This is an optimization exercise on Yosys and OpenROAD, whose aim is small area, not a production implementation.
Only simulation tests tie the RTL to the original design; equivalence was not proved.
Power figures rest on the tool's default switching activity, not on a simulated workload.

## design/flow/config.mk

```make
export PLATFORM = sky130hd
export DESIGN_NAME = parking_meter
export DESIGN_NICKNAME = parking_meter
export VERILOG_FILES = /design/flow/design.v
export SDC_FILE = /design/flow/constraint.sdc
export NUM_CORES = 4
export LEC_CHECK = 0
export CAP_MARGIN = 20
export CORE_MARGIN = 2
export CORE_UTILIZATION = 40
export SLEW_MARGIN = 20
```

## design/flow/constraint.sdc

```tcl
create_clock -name core_clock -period 20.0 [get_ports {clk}]
set_input_delay 4.0000 -clock core_clock [delete_from_list [all_inputs] [get_ports {clk}]]
set_output_delay 4.0000 -clock core_clock [all_outputs]
set_load 0.01 [all_outputs]
```

## design/flow/design.v

```verilog
`timescale 1ns / 1ps
module parking_meter(
input add1,
input add2,
input add3,
input add4,
input rst1,
input rst2,
input clk,
input rst,
output [6:0] seg_vector,
output a1,
output a2,
output a3,
output a4,
output [3:0] val1,
output [3:0] val2,
output [3:0] val3,
output [3:0] val4
    );
reg activate;
reg [13:0] timer;
reg [6:0] counter;
reg [1:0] curr_state;
parameter INIT = 0;
parameter LESS = 1;
parameter MORE = 2;
assign val1 = timer / 1000;
assign val2 = (timer % 1000) / 100;
assign val3 = (timer % 100) / 10;
assign val4 = timer % 10;
seven_seg_display ssd(
.time1(val1),
.time2(val2),
.time3(val3),
.time4(val4),
.activate(activate),
.clk(clk),
.rst(rst),
.seg_vector(seg_vector),
.a1(a1),
.a2(a2),
.a3(a3),
.a4(a4)
);
always@(posedge clk) begin
	if (rst)
		curr_state <= INIT;
	else if (timer == 0)
		curr_state <= INIT;
	else if (timer < 180)
		curr_state <= LESS;
	else
		curr_state <= MORE;
end
always@(posedge clk) begin
	if(rst) begin
		counter <= 0;
		activate <= 0;
	end
	else begin
		if (curr_state == LESS) begin
			if (timer % 2 == 1)
				activate <= 0;
			else
				activate <= 1;
			if (counter == 99)
				counter <= 0;
			else
				counter <= counter + 1'b1;
		end
		else begin
			if (counter == 49) begin
				counter <= counter + 1'b1;
				activate <= ~activate;
			end
			else if (counter == 99) begin
				counter <= 0;
				activate <= ~activate;
			end
			else
				counter <= counter + 1'b1;
		end
	end
end
always@(posedge clk) begin
	if (add1) begin
		if (timer + 60 > 9999)
			timer <= 9999;
		else
			timer <= timer + 60;
	end
	if (add2) begin
		if (timer + 120 > 9999)
			timer <= 9999;
		else
			timer <= timer + 120;
	end
	if (add3) begin
		if (timer + 180 > 9999)
			timer <= 9999;
		else
			timer <= timer + 180;
	end
	if (add4) begin
		if (timer + 300 > 9999)
			timer <= 9999;
		else
			timer <= timer + 300;
	end
	if (rst1)
		timer <= 16;
	if (rst2)
		timer <= 150;
	if (counter == 99)
		if (timer > 0)
			timer <= timer - 1'b1;
	if (rst)
		timer <= 0;
end
endmodule
module seven_seg_display(
input [3:0] time1,
input [3:0] time2,
input [3:0] time3,
input [3:0] time4,
input activate,
input clk,
input rst,
output reg [6:0] seg_vector,
output reg a1,
output reg a2,
output reg a3,
output reg a4
);
reg [1:0] state;
function [6:0] seven_seg_encoder;
input [3:0] digit;
case(digit)
0: seven_seg_encoder = 7'b0000001;
1: seven_seg_encoder = 7'b1001111;
2: seven_seg_encoder = 7'b0010010;
3: seven_seg_encoder = 7'b0000110;
4: seven_seg_encoder = 7'b1001100;
5: seven_seg_encoder = 7'b0100100;
6: seven_seg_encoder = 7'b0100000;
7: seven_seg_encoder = 7'b0001111;
8: seven_seg_encoder = 7'b0000000;
9: seven_seg_encoder = 7'b0000100;
default: seven_seg_encoder = 7'b1111111;
endcase
endfunction
always@(posedge clk) begin
if(rst) begin
	a1 <= 1; a2 <= 1; a3 <= 1; a4 <= 1;
	seg_vector <= 7'b1111111;
	state <= 0;
end
else begin
if(activate) begin
	case(state)
	0: begin
		a1 <= 0; a2 <= 1; a3 <= 1; a4 <= 1;
		end
	1: begin
		a1 <= 1; a2 <= 0; a3 <= 1; a4 <= 1;
		end
	2: begin
		a1 <= 1; a2 <= 1; a3 <= 0; a4 <= 1;
		end
	3: begin
		a1 <= 1; a2 <= 1; a3 <= 1; a4 <= 0;
		end
	default: begin
		a1 <= 1; a2 <= 1; a3 <= 1; a4 <= 1;
		end
	endcase
	case(state)
	0: seg_vector <= seven_seg_encoder(time1);
	1: seg_vector <= seven_seg_encoder(time2);
	2: seg_vector <= seven_seg_encoder(time3);
	3: seg_vector <= seven_seg_encoder(time4);
	endcase
end
else begin
	a1 <= 1; a2 <= 1; a3 <= 1; a4 <= 1;
	seg_vector <= 7'b1111111;
end
state <= state + 1'b1;
end
end
endmodule
```

## design/flow/run.sh

```bash
#!/bin/bash
# synth_recipe.tcl (not shown) runs the flow's synth.tcl, then flattens the netlist and writes it again
# the make line also repeats each setting of config.mk as NAME=value (left out here)
make -C /OpenROAD-flow-scripts/flow DESIGN_CONFIG=/design/flow/config.mk WORK_HOME=/design/flow/orfs CLKGATE_MAP_FILE= SYNTH_SCRIPT=/design/flow/synth_recipe.tcl finish
```

==> flow_summary.ini <==
[outcome]
status = no timing/DRC/antenna violations

[worst_setup_path]
critPathCaptureType = output port
worstPathMaxFanout = 28
rr_startpoint = timer[3]
slowest_stage = a21oi_1
worstPathArrival_ns = 13.68
required_ns = 16.00
max_stage_delay_ns = 0.81
start_kind = flop
cp-startpoint = timer[3]
criticalPathCategory = reg2out

[yosys]
synth-main-ff-cell = dfxtp_1
synth_edf_count = 0
yosys.area.top_type = xnor2_1
synth_adder_area_share = 0.0571
yosys_warnings = 2
synth_xor_area_frac = 0.100
syn-num-nets = 1888
yosysUniqueCellTypes = 133
synth_compound_area_frac = 0.401
synth_common_cells = nor2_1, nand2_1, a21oi_1
syn_area_mm2 = 0.0123
synth-seq-cells = 37
synthTopCellsByArea = xnor2_1, nor2_1, dfxtp_1
syn-instance-count = 1833
yosysSeqAreaShare = 0.0601
yosys.area_share.simple = 0.295
synth_top_family_by_area = compound AO/OA/AOI/OAI gates
synth_top_area_frac = 0.0711
synthMuxAreaShare = 0.0308
synth_most_common_cell = nor2_1
ys_async_sr_fraction = 0
syn_area_per_cell_um2 = 6.72

[routing]
drc_errors = 0
wl_um = 41400
ant_nets = 0
dr.pass1.iters = 6
routedWlPerCell_um = 18.8
avgViaCountPerCell = 6.44
drtIter0Drc = 1413
vias = 14128

[sta]
tightest_slew_ns = 1.01
finClkSkew_ns = 0.0110
setup_viol = 0
final.setup.tns_ns = 0
postLayoutSetupSlackWorst_ns = 2.32
fmaxAchievable_mhz = 56.6
fin_crit_ns = 17.68
hold_slack_ns = 0.465
period_share = 0.884
relSlewSlack = 0.312
hold_viol_final = 0
drv_slew = 0
rsz0062_at_grt = no

[die]
die-height_um = 180
die_x_um = 180
start_util = 0.405
die_area_mm2 = 0.0322
fp-row-count = 64
boundaryPins = 35
core_region_area_mm2 = 0.0304

[cts]
cts_num_sinks = 37
clk_pin_slew_ns = 0.06
hold_buffers = 0
numCtsBuffers = 5
cts_root_buffer = clkbuf_16
worst_skew_pair.late_latency_ns = 0.29
clock_path_buffers = 2
cts_setup_buffers = 0
htreeDepth = 2
cts_resized = 0
cts_tree = yes

[run]
max-cap-violations = 0

[global_route]
grt_pass1_wl_um = 66600
grt_max_degree = 55
grt_antenna_before_repair = 0
grt_pass1_vias = 12869
grt_use_total = 0.241
grt_overflow = 0

[hold_path]
hp-start = counter[0]
holdCritPathClass = reg2reg

[placement]
post-place-ws_ns = 2.84
port_buffers = 34
dp_hpwl_um = 31000
gp_congestion = 0.953

[pwr]
p_per_area_mw_per_mm2 = 88.3
p_leak_uw = 0.00453
fin_total_pwr_uw = 1150
ir_worst_vdd_mv = 0.0831

[layout]
nets = 1853
antenna_cells = 0
layout-drive-gt1-share = 0.0928
area_growth_syn_to_layout_pct = 5.60
==> sequential cells by signal, summed over array words and instances, names as in the netlist <==
| signal | cells |
|---|---|
| ssd.a2 | 1 |
| ssd.a3 | 1 |
| ssd.seg_vector | 7 |
| counter | 7 |
| activate | 1 |
| timer | 14 |
| ssd.a4 | 1 |
| ssd.state | 2 |
| curr_state | 2 |
| ssd.a1 | 1 |
==> routing by layer <==
layer  share of wire  global-route usage
met1            0.45               0.324
met2            0.46               0.403
met3           0.062              0.0290
met4           0.030              0.0751
met5               0                   0
==> cells by family after synthesis <==
family          after synthesis
fa+ha+maj                    58
simple gates                741
mux                          34
buf+inv                     155
flops                        37
compound gates              672
xor+xnor                    136
==> worst max-delay path: cells and delay by family, from the launching register on <==
| family | cells | cell delay (ns) |
|---|---|---|
| flops | 1 | 0.30 |
| mux | 3 | 1.53 |
| buf+inv | 6 | 1.45 |
| simple gates | 6 | 1.71 |
| fa+ha+maj | 3 | 0.97 |
| compound gates | 25 | 7.38 |
==> final cells by class <==
class / instances / area, um^2
flip-flops and latches: 37 / 744
inverters: 55 / 209
multi-input cells: 1641 / 10900
clock inverters: 3 / 25.0
well taps: 396 / 495
repair buffers: 58 / 520
clock buffers: 5 / 125
fillers: 3189 / 17400
==> power breakdown <==
part           switching [uW]  total [uW]  internal (uW)  leakage [uW]
clock                    35.8        82.7           46.9     0.0000704
sequential               2.64        80.7           78.0      0.000305
combinational             613         985            372       0.00415
total                     652        1150            497       0.00453
==> placed cells by master (no fill, tap or decap), types with 15 or more instances in the layout <==
cell,netlist,layout
nor2_1,205,205
nand2_1,181,181
a21oi_1,126,126
o21ai_0,119,119
xnor2_1,100,100
nor3_1,74,74
nand3_1,70,70
ha_1,47,47
inv_1,44,44
a31oi_1,40,40
o211ai_1,35,35
dfxtp_1,37,34
clkdlybuf4s50_1,0,34
xor2_1,30,30
a211oi_1,30,30
o22ai_1,28,28
and2_1,27,27
or3_1,24,24
buf_4,4,24
mux2i_1,23,23
and3_1,20,20
nor2b_1,18,18
nand2b_1,18,18
o21ai_1,17,17
nor4_1,16,16
a21o_1,16,16
or2_2,15,15
o31ai_1,15,15
==> metrics by stage <==
| step | utilization | cells | instance area (um^2) |
|---|---|---|---|
| final | 0.428 | 2195 | 13000 |
| after global routing | 0.428 | 2195 | 13000 |
| after CTS | 0.428 | 2195 | 13000 |
| after detailed placement | 0.423 | 2187 | 12900 |
| after global placement | 0.423 | 2187 | 12900 |
| after floorplan | - | 1833 | 12300 |
==> worst paths after layout <==
kind / cells after the start / endpoint / slack, ns
max: 43 / val3[0] / 2.32
min: 1 / counter[0] / 0.47
max reg2reg: 48 / ssd.seg_vector[2] / 6.17
min reg2reg: 1 / counter[0] / 0.47

afterwards: timing with drivers on the ports:
The flow's constraints put no driver on any port. The routed layout listed below was extracted and timed again, unchanged, in two steps.
Step 1 assumes that a clkbuf_16 drives the clock port and a buf_2 every other input.
Step 2 adds t to the input delays and takes it off the output delays; t is the mean of the earliest and latest rising clock arrival at the registers after step 1. Input paths then give back, and output paths get back, about the clock's delay inside the block.
Three values: no drivers, after step 1, after step 2; two values: the first two.
t (ns): 0.328
setup WS [ns]: 2.322 / 2.283 / 2.611
latest minus earliest clock arrival (ns): 0.011 / 0.011
cell pins on the clock port's net: 1
After both steps this run still meets setup and hold. The setup slack of this run moves by -0.039 ns with the drivers and by +0.289 ns with both steps.
